What follows belongs to an exercise in optimizing a design on an open flow for small area; a production flow would make more cautious choices. Function was checked by simulation only, so behaviour that the tests miss may differ from the original.

### flow/run.sh
#!/bin/bash
# synth_recipe.tcl (not shown) runs the flow's synth.tcl, then flattens the netlist and writes it again
# the make line also repeats each setting of config.mk as NAME=value (left out here)
make -C /OpenROAD-flow-scripts/flow DESIGN_CONFIG=/design/flow/config.mk WORK_HOME=/design/flow/orfs CLKGATE_MAP_FILE= SYNTH_SCRIPT=/design/flow/synth_recipe.tcl finish
### flow/config.mk
export PLATFORM = sky130hd
export DESIGN_NAME = top_logic
export DESIGN_NICKNAME = top_logic
export VERILOG_FILES = /design/flow/design.v
export SDC_FILE = /design/flow/constraint.sdc
export NUM_CORES = 4
export LEC_CHECK = 0
export CAP_MARGIN = 20
export CORE_MARGIN = 2
export CORE_UTILIZATION = 40
export SLEW_MARGIN = 20
### flow/constraint.sdc
create_clock -name core_clock -period 20.0 [get_ports {clk}]
set_input_delay 4.0000 -clock core_clock [delete_from_list [all_inputs] [get_ports {clk}]]
set_output_delay 4.0000 -clock core_clock [all_outputs]
set_load 0.01 [all_outputs]
### flow/design.v
`timescale 1ns / 1ps
module spi_module
(
    input               I_clk       ,  
    input               I_rst_n     , 
    input               I_tx_en     , 
    input        [15:0]  I_data_in   , 
    output  reg  [7:0]  O_data_out  , 
    input               I_spi_miso  ,  
    output  reg         O_spi_sck   ,  
    output  reg         O_spi_cs    ,  
    output  reg         O_spi_mosi     
);
reg [5:0]   state      ; 
always @(posedge I_clk)
begin
    if(!I_rst_n)
        begin
            state  <=  6'd0    ;
            O_spi_cs    <=  1'b1    ;
            O_spi_sck   <=  1'b0    ;
            O_spi_mosi  <=  1'b0    ;
            O_data_out  <=  8'd0    ;
        end 
    else if(I_tx_en) 
        begin
            if(state==6'd50)
            begin
                state  <=  6'd0                    ; 
            end 
             O_spi_cs    <=  1'b0    ;  
            case(state)
                6'd1, 6'd3 , 6'd5 , 6'd7  , 
                6'd9, 6'd11, 6'd13, 6'd15 ,
                6'd17, 6'd19, 6'd21, 6'd23 ,
                6'd25 , 6'd27, 6'd29, 6'd31 : 
                    begin
                        O_spi_sck   <=  1'b1                ;
                        state  <=  state + 1'b1   ;
                    end
                6'd0:     
                    begin
                        O_spi_mosi  <=  I_data_in[15]        ;
                        O_spi_sck   <=  1'b0                ;
                        state  <=  state + 1'b1   ;          
                    end
                6'd2:     
                    begin
                        O_spi_mosi  <=  I_data_in[14]        ;
                        O_spi_sck   <=  1'b0                ;
                        state  <=  state + 1'b1   ;
                    end
                6'd4:     
                    begin
                        O_spi_mosi  <=  I_data_in[13]        ;
                        O_spi_sck   <=  1'b0                ;
                        state  <=  state + 1'b1   ;
                    end 
                6'd6:     
                    begin
                        O_spi_mosi  <=  I_data_in[12]        ;
                        O_spi_sck   <=  1'b0                ;
                        state  <=  state + 1'b1   ;
                    end 
                6'd8:     
                    begin
                        O_spi_mosi  <=  I_data_in[11]        ;
                        O_spi_sck   <=  1'b0                ;
                        state  <=  state + 1'b1   ;
                    end                            
                6'd10:     
                    begin
                        O_spi_mosi  <=  I_data_in[10]        ;
                        O_spi_sck   <=  1'b0                ;
                        state  <=  state + 1'b1   ;
                    end 
                6'd12:     
                    begin
                        O_spi_mosi  <=  I_data_in[9]        ;
                        O_spi_sck   <=  1'b0                ;
                        state  <=  state + 1'b1   ;
                    end 
                6'd14:     
                    begin
                        O_spi_mosi  <=  I_data_in[8]        ;
                        O_spi_sck   <=  1'b0                ;
                        state  <=  state + 1'b1   ;
                    end
                                   6'd16:     
                                       begin
                                           O_spi_mosi  <=  I_data_in[7]        ;
                                           O_spi_sck   <=  1'b0                ;
                                           state  <=  state + 1'b1   ;
                                       end
                                   6'd18:     
                                       begin
                                           O_spi_mosi  <=  I_data_in[6]        ;
                                           O_spi_sck   <=  1'b0                ;
                                           state  <=  state + 1'b1   ;
                                       end
                                   6'd20:     
                                       begin
                                           O_spi_mosi  <=  I_data_in[5]        ;
                                           O_spi_sck   <=  1'b0                ;
                                           state  <=  state + 1'b1   ;
                                       end 
                                   6'd22:     
                                       begin
                                           O_spi_mosi  <=  I_data_in[4]        ;
                                           O_spi_sck   <=  1'b0                ;
                                           state  <=  state + 1'b1   ;
                                       end 
                                   6'd24:     
                                       begin
                                           O_spi_mosi  <=  I_data_in[3]        ;
                                           O_spi_sck   <=  1'b0                ;
                                           state  <=  state + 1'b1   ;
                                       end                            
                                   6'd26:     
                                       begin
                                           O_spi_mosi  <=  I_data_in[2]        ;
                                           O_spi_sck   <=  1'b0                ;
                                           state  <=  state + 1'b1   ;
                                       end 
                                   6'd28:     
                                       begin
                                           O_spi_mosi  <=  I_data_in[1]        ;
                                           O_spi_sck   <=  1'b0                ;
                                           state  <=  state + 1'b1   ;
                                       end 
                                   6'd30:     
                                       begin
                                           O_spi_mosi  <=  I_data_in[0]        ;
                                           O_spi_sck   <=  1'b0                ;
                                           state  <=  state + 1'b1   ;
                                       end
                6'd32, 6'd34 , 6'd36 , 6'd38  , 
                6'd40, 6'd42, 6'd44, 6'd46, 6'd48 : 
                    begin
                        O_spi_sck  <=  1'b0                ;
                        state  <=  state + 1'b1   ;
                    end
                6'd33:     
                    begin                       
                        O_spi_sck       <=  1'b1                ;
                        state      <=  state + 1'b1   ;
                    end
                6'd35:     
                    begin
                        O_spi_sck       <=  1'b1                ;
                        state      <=  state + 1'b1   ;
                        O_data_out[7]   <=  I_spi_miso          ; 
                    end
                6'd37:     
                    begin
                        O_spi_sck       <=  1'b1                ;
                        state      <=  state + 1'b1   ;
                        O_data_out[6]   <=  I_spi_miso          ; 
                    end 
                6'd39:     
                    begin
                        O_spi_sck       <=  1'b1                ;
                        state      <=  state + 1'b1   ;
                        O_data_out[5]   <=  I_spi_miso          ; 
                    end 
                6'd41:     
                    begin
                        O_spi_sck       <=  1'b1                ;
                        state      <=  state + 1'b1   ;
                        O_data_out[4]   <=  I_spi_miso          ; 
                    end                            
                6'd43:     
                    begin
                        O_spi_sck       <=  1'b1                ;
                        state      <=  state + 1'b1   ;
                        O_data_out[3]   <=  I_spi_miso          ; 
                    end 
                6'd45:     
                    begin
                        O_spi_sck       <=  1'b1                ;
                        state      <=  state + 1'b1   ;
                        O_data_out[2]   <=  I_spi_miso          ; 
                    end 
                6'd47:     
                    begin
                        O_spi_sck       <=  1'b1                ;
                        state      <=  state + 1'b1   ;
                        O_data_out[1]   <=  I_spi_miso          ; 
                    end
                        6'd49:     
                                 begin
                                     O_spi_sck       <=  1'b1                ;
                                     state      <=  state + 1'b1   ;
                                     O_data_out[0]   <=  I_spi_miso          ; 
                                      O_spi_cs<=1'b1;
                                 end
                default:; 
            endcase 
        end    
    else
        begin
            state  <=  6'd0    ;
            O_spi_cs    <=  1'b1    ;
            O_spi_sck   <=  1'b0    ;
            O_spi_mosi  <=  1'b0    ;
            O_data_out  <=  8'd0    ;
        end   
end
endmodule
`timescale 1ns / 1ps
module spi_control(
        clk,
        I_rst_n,
        I_tx_en,
        rst,
        spi_x_out,
        spi_y_out,
        I_spi_miso,
        O_spi_sck,
        O_spi_cs,
        O_spi_mosi
    );
    input clk;
    output reg [3:0]spi_x_out;
    output reg[3:0]spi_y_out;
    input  I_rst_n; 
    input  I_tx_en;
    input  rst; 
    input    I_spi_miso;  
    output  wire         O_spi_sck;  
    output  wire         O_spi_cs  ;  
    output  wire         O_spi_mosi ;    
    wire [7:0]spi_data_out;
    reg [15:0]spi_data_in;
    spi_module spi(
        .I_clk(clk),
        .I_rst_n(I_rst_n), 
        .I_tx_en(I_tx_en), 
        .I_data_in(spi_data_in), 
        .O_data_out(spi_data_out), 
       .I_spi_miso(I_spi_miso) ,  
       .O_spi_sck(O_spi_sck)   ,  
       .O_spi_cs(O_spi_cs)    ,  
       .O_spi_mosi(O_spi_mosi)    
    );
    integer i;
    always@(posedge clk)
    begin
      if(rst)
      begin
        i=0;
        spi_data_in<=16'b0;
        spi_x_out<=4'b0;
        spi_y_out<=4'b0;
      end
      else
      begin
        i=i+1;
        if(i==1)
        begin
            spi_data_in<=16'b0000_1011_0000_1111;
        end
        else if(i==100)
        begin
             spi_y_out<=spi_data_out[3:0];
        end
        else if(i==101)
        begin
            spi_data_in<=16'b0000_1011_0001_0001;
        end
        else if(i==200)
        begin
             spi_x_out<=spi_data_out[3:0];
             i=0;
        end
      end
    end
endmodule
`timescale 1ns / 1ps
module draw_bullet1 #(parameter R=12)(
        clk,
        hcount,
        vcount,
        x,
        y,
        pixel
    );
    input clk;
    input [10:0]hcount;
    input [9:0]vcount;
    output wire [11:0]pixel;
    input [10:0]x;
    input [9:0]y;
    reg[11:0]color;
    always@(posedge clk)
    begin
        if ((hcount-x)*(hcount-x)+(vcount-y)*(vcount-y)<=R*R)
            color<=12'b1111_1111_1111;
        else
            color<=12'b0;
    end
    assign pixel=color;
endmodule
`timescale 1ns / 1ps
module draw_bullet2 #(parameter R=12)(
        clk,
        hcount,
        vcount,
        x,
        y,
        pixel
    );
    input clk;
    input [10:0]hcount;
    input [9:0]vcount;
    output wire [11:0]pixel;
    input [10:0]x;
    input [9:0]y;
    reg[11:0]color;
    always@(posedge clk)
    begin
        if ((hcount-x)*(hcount-x)+(vcount-y)*(vcount-y)<=R*R)
            color<=12'b1111_1111_1111;
        else
            color<=12'b0;
    end
    assign pixel=color;
endmodule
`timescale 1ns / 1ps
module bullet_move #(parameter X=500,Y=500)(
        frame,
        clk,
        rst,
        score,
        x,
        y,
        over
    );
    input frame;
    input clk;
    input rst;
    output reg [15:0]score;  
    output reg [10:0]x;
    output reg [9:0]y;
    input over;
    reg over_reg;
    reg [1:0] v_x;
    reg [1:0] v_y;
    reg sw_x; 
    reg sw_y; 
    always@(posedge clk)
    begin
        if(rst)
        begin
            x<=X;
            y<=Y;
            v_x<=2;
            v_y<=2;
            score<=0;
            sw_x<=0;
            sw_y<=0;
        end
        else if ( frame == 1 &&over==0) 
        begin
                    if(x==2||x==3)begin sw_x<=1;score<=score+1'b1;end
                     else if(x==762||x==761)begin sw_x<=0;score<=score+1'b1;end
                     if(y==36||y==37)begin sw_y<=1;score<=score+1'b1;end
                     else if (y==562||y==561)begin sw_y<=0;score<=score+1'b1;end
              if(sw_x==0)x<=x-v_x;
              else x<=x+v_x;
              if(sw_y==0)y<=y-v_y;
              else y<=y+v_y;
                   if(score[3:0]==10)
                            begin score[3:0]<=0;score[7:4]<=score[7:4]+1;end
                            if(score[7:4]==10)
                            begin score[7:4]<=0;score[11:8]<=score[11:8]+1;end
                            if(score[11:8]==10)
                            begin score[11:8]<=0;score[15:12]<=score[15:12]+1;end
                            if(score[15:12]==10)
                            begin score[11:8]<=0;end      
        end
    end
endmodule
`timescale 1ns / 1ps
module bullet_move2 #(parameter X=200,Y=500)(
        frame,
        clk,
        rst,
        x,
        y
    );
    input frame;
    input clk;
    input rst;
    output reg [10:0]x;
    output reg [9:0]y;
    reg over_reg;
    reg [1:0] v_x;
    reg [1:0] v_y;
    reg sw_x; 
    reg sw_y; 
    reg [3:0]tcount;
    always@(posedge clk)
    begin
         if(rst)
         begin
             sw_x<=0;
             sw_y<=0;
         end
         else
         begin
             if(x<=2)begin sw_x<=1;end
             else if(x>=762)begin sw_x<=0;end
             if(y<=36)begin sw_y<=1;end
             else if (y>=562)begin sw_y<=0;end
         end
    end
    always@(posedge clk)
    begin
        if(rst )
        begin
            x<=X;
            y<=Y;
            v_x<=2;
            v_y<=3;
        end
        else if ( frame == 1 ) 
        begin
              if(sw_x==0)x<=x-v_x;
              else x<=x+v_x;
              if(sw_y==0)y<=y-v_y;
              else y<=y+v_y;
        end
    end
endmodule
`timescale 1ns / 1ps
module draw_player1(
        clk,
        rst,
        frz,
        color_change,
        hcount,
        vcount,
        x,
        y,
        pixel,
        bullet1_x,
        bullet1_y,
        bullet2_x,
        bullet2_y,
        over
    );
    input clk;
    input rst;
    input frz;
    input color_change;
    input [10:0]hcount;
    input [9:0]vcount;
    input [10:0]x;
    input [9:0]y;
    output wire [11:0]pixel;
    input [10:0]bullet1_x;
    input [9:0]bullet1_y;
    input [10:0]bullet2_x;
    input [9:0]bullet2_y;
    output reg over;
    reg [11:0]pixel_reg;
    assign pixel=pixel_reg;
    reg [11:0]color_reg;
    integer R;
    reg [31:0]count;
    always@(posedge clk)
    begin
      if(rst)
      begin
        R<=10;
        count<=0;
        color_reg<=12'b0110_1100_0011;
        over<=0;
      end
      else
      begin
        if(frz)begin color_reg<=12'b0110_1100_0011;over<=0;end
        if(~frz)
         count <=count+1;
         if(count[20]==1&&color_change==0&&R>7)
         begin
            R<=R-2;
            count[20]<=0;
            color_reg<=color_reg+12'b0011_0011_0011;
         end
         if(count[19]==1)
         begin
                count[19] <=0;
                count[20]<=~count[20];
                R<=R+1;
         end
         if(x<2+R||(x+R)>762||(y-R)<36||(y+R)>562||
                  ((x-bullet1_x)*(x-bullet1_x)+(y-bullet1_y)*(y-bullet1_y)<(R+12)*(R+12))
                  ||
                  ((x-bullet2_x)*(x-bullet2_x)+(y-bullet2_y)*(y-bullet2_y)<(R+12)*(R+12))
                  )
         begin over<=1;R<=400;end
         else over<=0;
      end
    end
    always@(posedge clk)
    begin
        if ((hcount-x)*(hcount-x)+(vcount-y)*(vcount-y)<R*R)
        begin
                 pixel_reg<=color_reg;
        end
        else pixel_reg<=12'b0;
    end
endmodule
`timescale 1ns / 1ps
module player1_move #(parameter X = 500, Y = 200)(
    	frame, 
        clk,
        rst,
        frz,
        up,
        down,
        right,
        left,
        x,
        y,
        pattern_select,
        spi_x_out,
        spi_y_out
    );
    input frame;
    input clk;
    input rst;
    input frz;
    input up;
    input down;
    input right;
    input left;
    output reg [10:0]x;
    output reg [9:0]y;
    input pattern_select;
    input [3:0]spi_x_out;
    input [3:0]spi_y_out;
    reg signed [3:0]v_x;
    reg signed [3:0]v_y;
    reg [1:0]xdirect; 
    reg [1:0]ydirect; 
    always@(posedge clk)
    begin
        if ( rst ) 
            begin
                      x<=X;
                      y<=Y;
                      v_x<=1;
                      v_y<=1;
            end
        else if ( frame == 1 ) 
        begin
            if(pattern_select==0)
            begin
               if(left)x<=x-v_x;
               if(right)x<=x+v_x;
               if(up)y<=y-v_y;
               if(down)y<=y+v_y;
            end
            else 
            begin
                if(spi_x_out==1||spi_x_out==2)x<=x-v_x;
                else if(spi_x_out==3||spi_x_out==4)x<=x-2*v_x;
                else if(spi_x_out==4'b1110||spi_x_out==4'b1101)x<=x+v_x;
                else if(spi_x_out==4'b1100||spi_x_out==4'b1011)x<=x+2*v_x;
                if(spi_y_out==1||spi_y_out==2)y<=y+v_y;
                else if(spi_y_out==3||spi_y_out==4)y<=y+2*v_y;
                else if(spi_y_out==4'b1110||spi_y_out==4'b1101)y<=y-v_y;
                else if(spi_y_out==4'b1100||spi_y_out==4'b1011)y<=y-2*v_y;
            end
        end
    end
endmodule
`timescale 1ns / 1ps
module draw_board(
     clk,
     hcount,
     vcount,
     pixel
    );
    input clk;
    input [10:0] hcount;
    input [9:0] vcount;
    output wire [11:0] pixel;
    reg [11:0]pixel_reg;
    assign pixel=pixel_reg;
    always @ (posedge clk)
    begin
        if ( hcount == 0 || vcount == 30 || hcount == 768 || vcount == 568 )
            pixel_reg <= 12'hFFF;
        else
            pixel_reg <= 12'b0;
    end
endmodule
`timescale 1ns / 1ps
module final_out#(parameter WIDTH = 10,   
               HEIGHT = 40)(
    clk,
    rst,
    bullet1,
    bullet2,
    player,
    board,
    final_pixel,
    over,
    hcount,
    vcount
    );
    input clk;
    input rst;
    input [11:0]bullet1;
    input [11:0]bullet2;
    input [11:0]player;
    input [11:0]board;
    input [10:0]hcount;
    input [9:0]vcount;
    input over;
    output reg [11:0]final_pixel;
    reg [11:0]pixel_reg;
    localparam [7:0] x = 120;
    localparam [7:0] y = 245;
    always@(posedge clk)
    begin
        if(rst)begin final_pixel<=0;pixel_reg<=0;end
        else
            if(over==0)
             final_pixel <= board | bullet1 | bullet2 | player;
            else
            begin
                if(over==1)
                  if (
                                    ((hcount >= (x + 5*WIDTH + 3*HEIGHT) && hcount < (x + 6*WIDTH + 3*HEIGHT)) && (vcount >= y && vcount < (y + 2*WIDTH + HEIGHT))) ||  
                                    ((hcount >= (x + 5*WIDTH + 3*HEIGHT) && hcount < (x + 6*WIDTH + 3*HEIGHT)) && (vcount >= (y + 2*WIDTH + HEIGHT) && vcount < (y + 2*WIDTH + 2*HEIGHT))) ||  
                                    ((hcount >= (x + 5*WIDTH + 3*HEIGHT) && hcount < (x + 7*WIDTH + 4*HEIGHT)) && (vcount >= (y + 2*WIDTH + 2*HEIGHT) && vcount < (y + 3*WIDTH + 2*HEIGHT))) ||  
                                    ((hcount >= (x + 8*WIDTH + 4*HEIGHT) && hcount < (x + 10*WIDTH + 5*HEIGHT)) && (vcount >= y && vcount < (y + WIDTH))) ||  
                                    ((hcount >= (x + 8*WIDTH + 4*HEIGHT) && hcount < (x + 9*WIDTH + 4*HEIGHT)) && (vcount >= (y + WIDTH) && vcount < (y + 2*WIDTH + HEIGHT))) ||  
                                    ((hcount >= (x + 8*WIDTH + 4*HEIGHT) && hcount < (x + 9*WIDTH + 4*HEIGHT)) && (vcount >= (y + 2*WIDTH + HEIGHT) && vcount < (y + 2*WIDTH + 2*HEIGHT))) ||  
                                    ((hcount >= (x + 8*WIDTH + 4*HEIGHT) && hcount < (x + 10*WIDTH + 5*HEIGHT)) && (vcount >= (y + 2*WIDTH + 2*HEIGHT) && vcount < (y + 3*WIDTH + 2*HEIGHT))) ||  
                                    ((hcount >= (x + 9*WIDTH + 5*HEIGHT) && hcount < (x + 10*WIDTH + 5*HEIGHT)) && (vcount >= (y + WIDTH) && vcount < (y + 2*WIDTH + HEIGHT))) ||  
                                    ((hcount >= (x + 9*WIDTH + 5*HEIGHT) && hcount < (x + 10*WIDTH + 5*HEIGHT)) && (vcount >= (y + 2*WIDTH + HEIGHT) && vcount < (y + 2*WIDTH + 2*HEIGHT))) || 
                                    ((hcount >= (x + 11*WIDTH + 5*HEIGHT) && hcount < (x + 13*WIDTH + 6*HEIGHT)) && (vcount >= y && vcount < (y + WIDTH))) ||  
                                    ((hcount >= (x + 11*WIDTH + 5*HEIGHT) && hcount < (x + 12*WIDTH + 5*HEIGHT)) && (vcount >= (y + WIDTH) && vcount < (y + WIDTH + HEIGHT))) ||  
                                    ((hcount >= (x + 11*WIDTH + 5*HEIGHT) && hcount < (x + 13*WIDTH + 6*HEIGHT)) && (vcount >= (y + WIDTH + HEIGHT) && vcount < (y + 2*WIDTH + HEIGHT))) ||  
                                    ((hcount >= (x + 12*WIDTH + 6*HEIGHT) && hcount < (x + 13*WIDTH + 6*HEIGHT)) && (vcount >= (y + 2*WIDTH + HEIGHT) && vcount < (y + 2*WIDTH + 2*HEIGHT))) ||  
                                    ((hcount >= (x + 11*WIDTH + 5*HEIGHT) && hcount < (x + 13*WIDTH + 6*HEIGHT)) && (vcount >= (y + 2*WIDTH + 2*HEIGHT) && vcount < (y + 3*WIDTH + 2*HEIGHT))) || 
                                    ((hcount >= (x + 14*WIDTH + 6*HEIGHT) && hcount < (x + 16*WIDTH + 7*HEIGHT)) && (vcount >= y && vcount < (y + WIDTH))) ||  
                                    ((hcount >= (x + 14*WIDTH + 6*HEIGHT + HEIGHT/2) && hcount < (x + 15*WIDTH + 6*HEIGHT + HEIGHT/2)) && (vcount >= y && vcount < (y + 2*WIDTH + HEIGHT))) ||  
                                    ((hcount >= (x + 14*WIDTH + 6*HEIGHT + HEIGHT/2) && hcount < (x + 15*WIDTH + 6*HEIGHT + HEIGHT/2)) && (vcount >= (y + 2*WIDTH + HEIGHT) && vcount < (y + 3*WIDTH + 2*HEIGHT))) 
                                   )
                                   pixel_reg <= 12'h0FF;
                               else 
                                   pixel_reg <= 12'b0;
                  final_pixel<=pixel_reg;     
       end
    end
endmodule
`timescale 1ns / 1ps
module vga(
        clk, 
		rst,
		frz,
		color_change,
		score2,
		vsync,
		hsync,
		VGA_R,
		VGA_G,
		VGA_B,
		up,
		down,
		right,
		left,
		pattern_select,
		over,
		spi_x_out,
		spi_y_out
    );
    input clk; 
    input rst;
    input frz;
    input color_change;
    output vsync;
    output hsync;
    output [3:0] VGA_R;
    output [3:0] VGA_G;
    output [3:0] VGA_B;
    input up;
    input down;
    input right;
    input left;
    wire [15:0]score;
    output wire [15:0]score2;
    input pattern_select;
    input [3:0]spi_x_out;
    input [3:0]spi_y_out;
    wire [11:0]pixel;
    wire [10:0] bullet1_x;
    wire [9:0] bullet1_y;
    wire[11:0]bullet1_pixel;
    wire [10:0] bullet2_x;
    wire [9:0] bullet2_y;
    wire[11:0]bullet2_pixel;
    wire [10:0]player_x;
    wire  [9:0]player_y;
    wire[11:0]player_pixel;
    wire [11:0]board_pixel;
    output wire over;
    reg	 vs;
    reg hs;
    reg [10:0] hcount;
    reg [9:0] vcount;
    reg [9:0] counter;
    reg frame;
    wire hsyncon;
    wire hsyncoff;
    wire hreset;
    wire vclk;
    assign hsyncon = (hcount == 855);
    assign hsyncoff = (hcount == 975);
    assign hreset = (hcount == 1039);
    wire vsyncon,vsyncoff,vreset;
    assign vsyncon = hreset & (vcount == 636);
    assign vsyncoff = hreset & (vcount == 642);
    assign vreset = hreset & (vcount == 665);
    assign vclk = 1'b1;
    always @(posedge clk) 
    begin
        if (rst == 1)  
        begin
            hcount <= 0;
            vcount <= 0;
            vs <= 1;
            hs <= 1;
            counter <= 0;
            frame <= 0;
        end
        else 
        begin
            if ( vclk == 1 ) 
            begin
                hcount <= hreset ? 0 : hcount + 1; 
                hs <= hsyncon ? 0 : hsyncoff ? 1 : hs;   
                vcount <= hreset ? (vreset ? 0 : vcount + 1) : vcount; 
                vs <= vsyncon ? 0 : vsyncoff ? 1 : vs;   
                if ( vs == 0 )
                    counter <= counter + 1;
                if ( counter ==  30 &&  frz == 0)    
                begin
                    counter <= 0;
                    frame <= 1;
                end
                else
                    frame <= 0;
            end
        end
    end
    draw_bullet1 bullet1(
        .clk(clk),
        .hcount(hcount),
        .vcount(vcount),
        .x(bullet1_x),
        .y(bullet1_y),
        .pixel(bullet1_pixel)
    );
    bullet_move movebullet1(
         .frame(frame),
         .clk(clk),
         .rst(rst),
         .score(score2),
         .x(bullet1_x),
         .y(bullet1_y),
         .over(over)
    );
    draw_bullet2 bullet2(
        .clk(clk),
        .hcount(hcount),
        .vcount(vcount),
        .x(bullet2_x),
        .y(bullet2_y),
        .pixel(bullet2_pixel)
    );
    bullet_move2 movebullet2(
         .frame(frame),
         .clk(clk),
         .rst(rst),
         .x(bullet2_x),
         .y(bullet2_y)
    );
    draw_player1 player(
        .clk(clk),
        .rst(rst),
        .frz(frz),
        .hcount(hcount),
        .vcount(vcount),
        .x(player_x),
        .y(player_y),
        .color_change(color_change),
        .pixel(player_pixel),
        .bullet1_x(bullet1_x),
        .bullet1_y(bullet1_y),
        .bullet2_x(bullet2_x),
        .bullet2_y(bullet2_y),
        .over(over)
    );
    player1_move moveplayer1(
    	.frame(frame), 
        .clk(clk),
        .rst(rst),
        .frz(frz),
	    .up(up),
        .down(down),
        .right(right),
        .left(left),
        .x(player_x),
        .y(player_y),
        .pattern_select(pattern_select),
        .spi_x_out(spi_x_out),
        .spi_y_out(spi_y_out)
    );
    draw_board board1(
        .clk(clk),
        .hcount(hcount),
        .vcount(vcount),
        .pixel(board_pixel)
    );
    final_out finalout(
        .clk(clk),
        .rst(rst),
        .bullet1(bullet1_pixel),
        .bullet2(bullet2_pixel),
        .player(player_pixel),
        .board(board_pixel),
        .final_pixel(pixel),
        .over(over),
		.hcount(hcount),
        .vcount(vcount)
    );
    assign VGA_R=pixel[11:8];
    assign VGA_G=pixel[7:4];
    assign VGA_B=pixel[3:0];
    assign vsync = ~vs;
    assign hsync = ~hs;
endmodule
`timescale 1ns / 1ps
module seg_display(
        clk,
        rst,
        seven_seg,
        sel,
        over,
        idata
    );
    input clk;
    input rst;
    input[15:0]idata;
    output [7:0]seven_seg;
    output [7:0]sel;
    input over;
    reg [31:0] count;
    reg [7:0]seg_reg;
    reg[7:0]sel_reg;
    reg [3:0]disp_data;
    assign seven_seg=seg_reg;
    assign sel=sel_reg;
    always@(posedge clk)
    begin
         if(rst)
                count <=0;
         else
         begin
         count <=count+1;
         if(count==500000)
                count <=1;
         end
    end
    always@(*)    
             begin
                 case(count[13:11])
                 3'b000:disp_data<=idata[3:0];
                 3'b001:disp_data<=idata[7:4];
                 3'b010:disp_data<=idata[11:8];
                 3'b011:disp_data<=idata[15:12];             
                 default:disp_data<=4'b1111;
                 endcase
    end 
    always@(*)
    begin
            case(disp_data)
            4'h0: seg_reg=8'hc0;
            4'h1: seg_reg=8'hf9;
            4'h2: seg_reg=8'ha4;
            4'h3: seg_reg=8'hb0;
            4'h4: seg_reg=8'h99;
            4'h5: seg_reg=8'h92;
            4'h6: seg_reg=8'h82;
            4'h7: seg_reg=8'hf8;
            4'h8: seg_reg=8'h80;
            4'h9: seg_reg=8'h90;
            default:seg_reg<=8'hff;
            endcase
    end
    always@(*)
           begin
               case(count[13:11])
               3'b000:sel_reg<=8'b1111_1110;
               3'b001:sel_reg<=8'b1111_1101;
               3'b010:sel_reg<=8'b1111_1011;
               3'b011:sel_reg<=8'b1111_0111;
               3'b100:sel_reg<=8'b1110_1111;
               3'b101:sel_reg<=8'b1101_1111;
               3'b110:sel_reg<=8'b1011_1111;
               3'b111:sel_reg<=8'b0111_1111;
               endcase
     end
endmodule
`timescale 1ns / 1ps
module top_logic(  
		clk,
		rst,
		frz,
		level,
		Dout,
		vsync,
		hsync,
		VGA_R,
		VGA_G,
		VGA_B,
		BTNU,
		BTND,
		BTNL,
		BTNR,
        seven_seg,
        sel,
        pattern_select,
         I_spi_miso,
         O_spi_sck,
         O_spi_cs,
         O_spi_mosi
);
	input clk;
    input rst;
    input frz;
    input [4:0]level;
    input Dout;
    output vsync;
    output hsync;
    output [3:0] VGA_R;
    output [3:0] VGA_G;
    output [3:0] VGA_B;
    input BTNU;
    input BTND;
    input BTNR;
    input BTNL;
    output [7:0]seven_seg;
    output [7:0] sel;
    wire left;
    wire right;
    wire up;
    wire down;
    assign left=BTNL;
    assign right=BTNR;
    assign up=BTNU;
    assign down=BTND;
    input    I_spi_miso;  
    output  wire         O_spi_sck;  
    output  wire         O_spi_cs  ;  
    output  wire         O_spi_mosi ;    
    input pattern_select;
    wire [3:0]spi_x_out;
    wire [3:0]spi_y_out;
    wire [15:0]score;
    wire over;
   spi_control spi(
                .clk(clk),
                .I_rst_n(!rst),
                .I_tx_en(1'b1),
                .rst(rst),
                .spi_x_out(spi_x_out),
                .spi_y_out(spi_y_out),
                .I_spi_miso(I_spi_miso),
                .O_spi_sck(O_spi_sck),
                .O_spi_cs(O_spi_cs),
                .O_spi_mosi(O_spi_mosi)
    );
    vga VGA( 
			 .clk(clk),
			 .rst(rst),
			 .frz(~frz),
			 .color_change(Dout),
			 .score2(score),
			 .vsync(vsync),
			 .hsync(hsync),
			 .VGA_R(VGA_R),
			 .VGA_G(VGA_G),
			 .VGA_B(VGA_B),
			 .up(up),
			 .down(down),
			 .right(right),
			 .left(left),
			 .pattern_select(pattern_select),
			 .over(over),
			 .spi_x_out(spi_x_out),
			 .spi_y_out(spi_y_out)
	);
    seg_display seg(
            .clk(clk),
            .seven_seg(seven_seg),
            .sel(sel),
            .rst(rst),
            .over(over),
            .idata(score)
    );
endmodule
==> impl_metrics.json <==
{
  "status": "no timing/DRC/antenna violations",
  "wire_per_inst_um": 17.2,
  "layout-drive-gt1-share": 0.0273,
  "cts_hold_buffers": 0,
  "critPathCaptureType": "flop",
  "crit_arrival_ns": 17.13,
  "core_sq_mm": 0.268,
  "yosysTopAreaCellShare": 0.437,
  "cts_buffers": 40,
  "final-seq-area_sq_mm": 0.00609,
  "routed_wl_um": 270000,
  "yosysUniqueCellTypes": 97,
  "area_delta_synth_final_pct": 5.95,
  "hold_viol": 0,
  "skew_ns": 0.0669,
  "syn_nets": 15637,
  "path_max_fanout": 14,
  "cts_tree": "built",
  "dr_total_vias": 77901,
  "fp.dieW_um": 524,
  "cpMostUsedCell": "fa_1",
  "fmax_mhz": 60.3,
  "synth_largest_area_cell": "fa_1",
  "critical_path_class": "reg -> reg",
  "cts_sinks": 304,
  "ctsRootBufferMaster": "clkbuf_16",
  "ant_nets": 0,
  "cts_buffer_depth": 3,
  "setup_violations": 0,
  "grt-ovfl-total": 0,
  "min_period_ns": 16.58,
  "ys_top_cells_by_count": "inv_1 (3229), fa_1 (2361), ha_1 (1125)",
  "synth_edf_count": 0,
  "slew_viol_final": 0,
  "die_y_um": 524,
  "synth.most_common_cell": "inv_1",
  "path_clk_slew_ns": 0.07,
  "cp-start-kind": "flop",
  "dr.pass1.iters": 6,
  "synthTopCellsByArea": "fa_1 (44%), ha_1 (13%), inv_1 (11%), dfxtp_1 (5.6%), nor2_1 (3.4%)",
  "grt_pass1_wl_um": 445000,
  "nets": 15597,
  "synthCells": 12136,
  "slowest_delay_ns": 0.68,
  "synth_warnings": 12,
  "ys.flop_type": "dfxtp_1",
  "grt_pass1_vias": 81658,
  "synth_area_per_cell_sq_um": 8.90,
  "cts_max_level": 2,
  "period_share": 0.829,
  "multi_input_area_sq_mm": 0.0886,
  "ys_seq_elements": 304,
  "netlist_area_sq_mm": 0.108,
  "grt_max_degree": 62,
  "portBuffers": 41,
  "gp_congestion": 0.923,
  "track_usage": 0.203,
  "io_pins": 48,
  "cap_violations": 0,
  "post_cts_buffers": 0,
  "initial_core_util": 0.403,
  "hp-class": "reg -> reg",
  "synthArstFlopShare": 0,
  "worstMarginPinSlew_ns": 1.04,
  "drtIter0Drc": 4883,
  "maxSlewHeadroom": 0.299,
  "placementRows": 190,
  "rsz0062_at_grt": "false",
  "cpMaxStageDelayCell": "fa_1",
  "required_ns": 20.55,
  "route.detailed.drc": 0,
  "fillers": 26748,
  "fin_setup_tns_ns": 0,
  "antenna_found_initial": 4,
  "via_per_inst": 4.97,
  "clock_latency_ns": 0.64,
  "dp_hpwl_um": 230000,
  "dieArea_sq_mm": 0.274,
  "ctsResizeCount": 0,
  "ys_seq_area_frac": 0.0563
}
[area by class of cell]
| cell class | count | area share |
|---|---|---|
| Clock inverter | 22 | 0.00339 |
| Timing Repair Buffer | 191 | 0.0134 |
| Antenna cell | 3 | 0.0000656 |
| Multi-Input combinational cell | 8279 | 0.774 |
| Sequential cell | 304 | 0.0532 |
| Inverter | 3280 | 0.108 |
| Clock buffer | 51 | 0.00954 |
| Tap cell | 3552 | 0.0388 |
[layout by cell type, fill, tap and decap left out, drive strengths merged, types with 17 or more instances in the layout]
cell type      Yosys  layout
nor2             991     991
a21boi            32      32
nor3             179     179
mux2i             40      40
buf               46     151
or3               64      64
dfxtp            304     304
clkinv            47      56
o22ai             21      21
nand3b            18      18
nand2b           119     119
a2111oi           17      17
fa              2361    2361
clkbuf           227      51
inv             3233    3239
xor2             216     216
a21o             114     114
nor4              49      49
nand2            881     881
a31oi             38      38
a211oi            40      40
o21ai            242     242
and3              65      65
o21bai            68      68
and2             114     114
nor2b             61      61
or2               60      60
clkdlybuf4s50      0      40
o211ai            24      24
ha              1125    1125
a211o             17      17
o31ai             19      19
xnor2            422     422
nand4             83      83
a21oi            356     356
o21a              59      59
nand3            161     161
[metal layers]
layer	track usage	wire (um)	up-vias
met2	0.342	128000	1879
met1	0.286	122000	39036
li1	-	-	36687
met4	0.0394	5960	0
met5	0	0	-
met3	0.0187	13600	299
[kinds of logic (layout without fill, tap and decap cells)]
group                    after synthesis  after routing  share of synthesized area
buffers and inverters               3553           3544                      0.124
adder cells (fa/ha/maj)             3486           3486                      0.568
AND/OR/NAND/NOR                     2916           2916                      0.124
AO/OA/AOI/OAI                       1188           1188                     0.0707
XOR/XNOR                             639            639                     0.0519
flip-flops                           304            304                     0.0563
multiplexers                          48             48                    0.00496
other                                  2              5                  0.0000695
[stage by stage]
step	hold slack, ns	instance area [sq um]	std cells	setup WS (ns)	utilization
after global routing	0.431	114000	15680	2.34	0.426
after detailed placement	0.419	113000	15606	3.52	0.421
after floorplan	0.399	108000	12136	5.70	-
after global placement	0.402	113000	15606	3.61	0.421
after CTS	0.429	114000	15679	3.51	0.426
final	0.421	114000	15682	3.42	0.426
[final timing paths]
check,depth (start not counted),end,slack [ns],startpoint
worst max-delay path,58,VGA.bullet2.color[10],3.42,VGA.vcount[0]
worst max register to register,58,VGA.bullet2.color[10],3.42,VGA.vcount[0]
worst min register to register,1,VGA.movebullet2.sw_x,0.42,VGA.movebullet2.x[10]
worst min-delay path,1,VGA.movebullet2.sw_x,0.42,VGA.movebullet2.x[10]
[critical path, delay by kind of cell (launching register included)]
kind            cells  cell delay [ns]
compound gates     12             2.62
simple gates       15             3.04
buf+inv            13             1.56
fa+ha+maj          17             8.41
flops               1             0.61
xor+xnor            1             0.22

separate check: timing with driven ports:
How much do the figures lean on ideal ports? The routed layout below was timed once more, with nothing changed but the port constraints.
Step 1 sets driving cells, clkbuf_16 on the clock port and buf_2 on the other inputs (assumed; they add their load-dependent delay and slew).
Step 2 also shifts input and output timing later by t, the mid clock arrival at the registers, as if the neighbouring blocks saw the same clock.
Three values: no drivers, after step 1, after step 2; two values: the first two.
t, ns: 0.690
slack for setup (ns): 3.419 / 3.419 / 3.419
worst setup path at the end: register to register
latest minus earliest clock arrival (ns): 0.071 / 0.072
worst slew at a driven data input, ns: 0.15
After both steps this run still meets setup and hold. For this run, drivers alone change the setup slack by 0.000 ns; drivers and shift together by 0.000 ns.
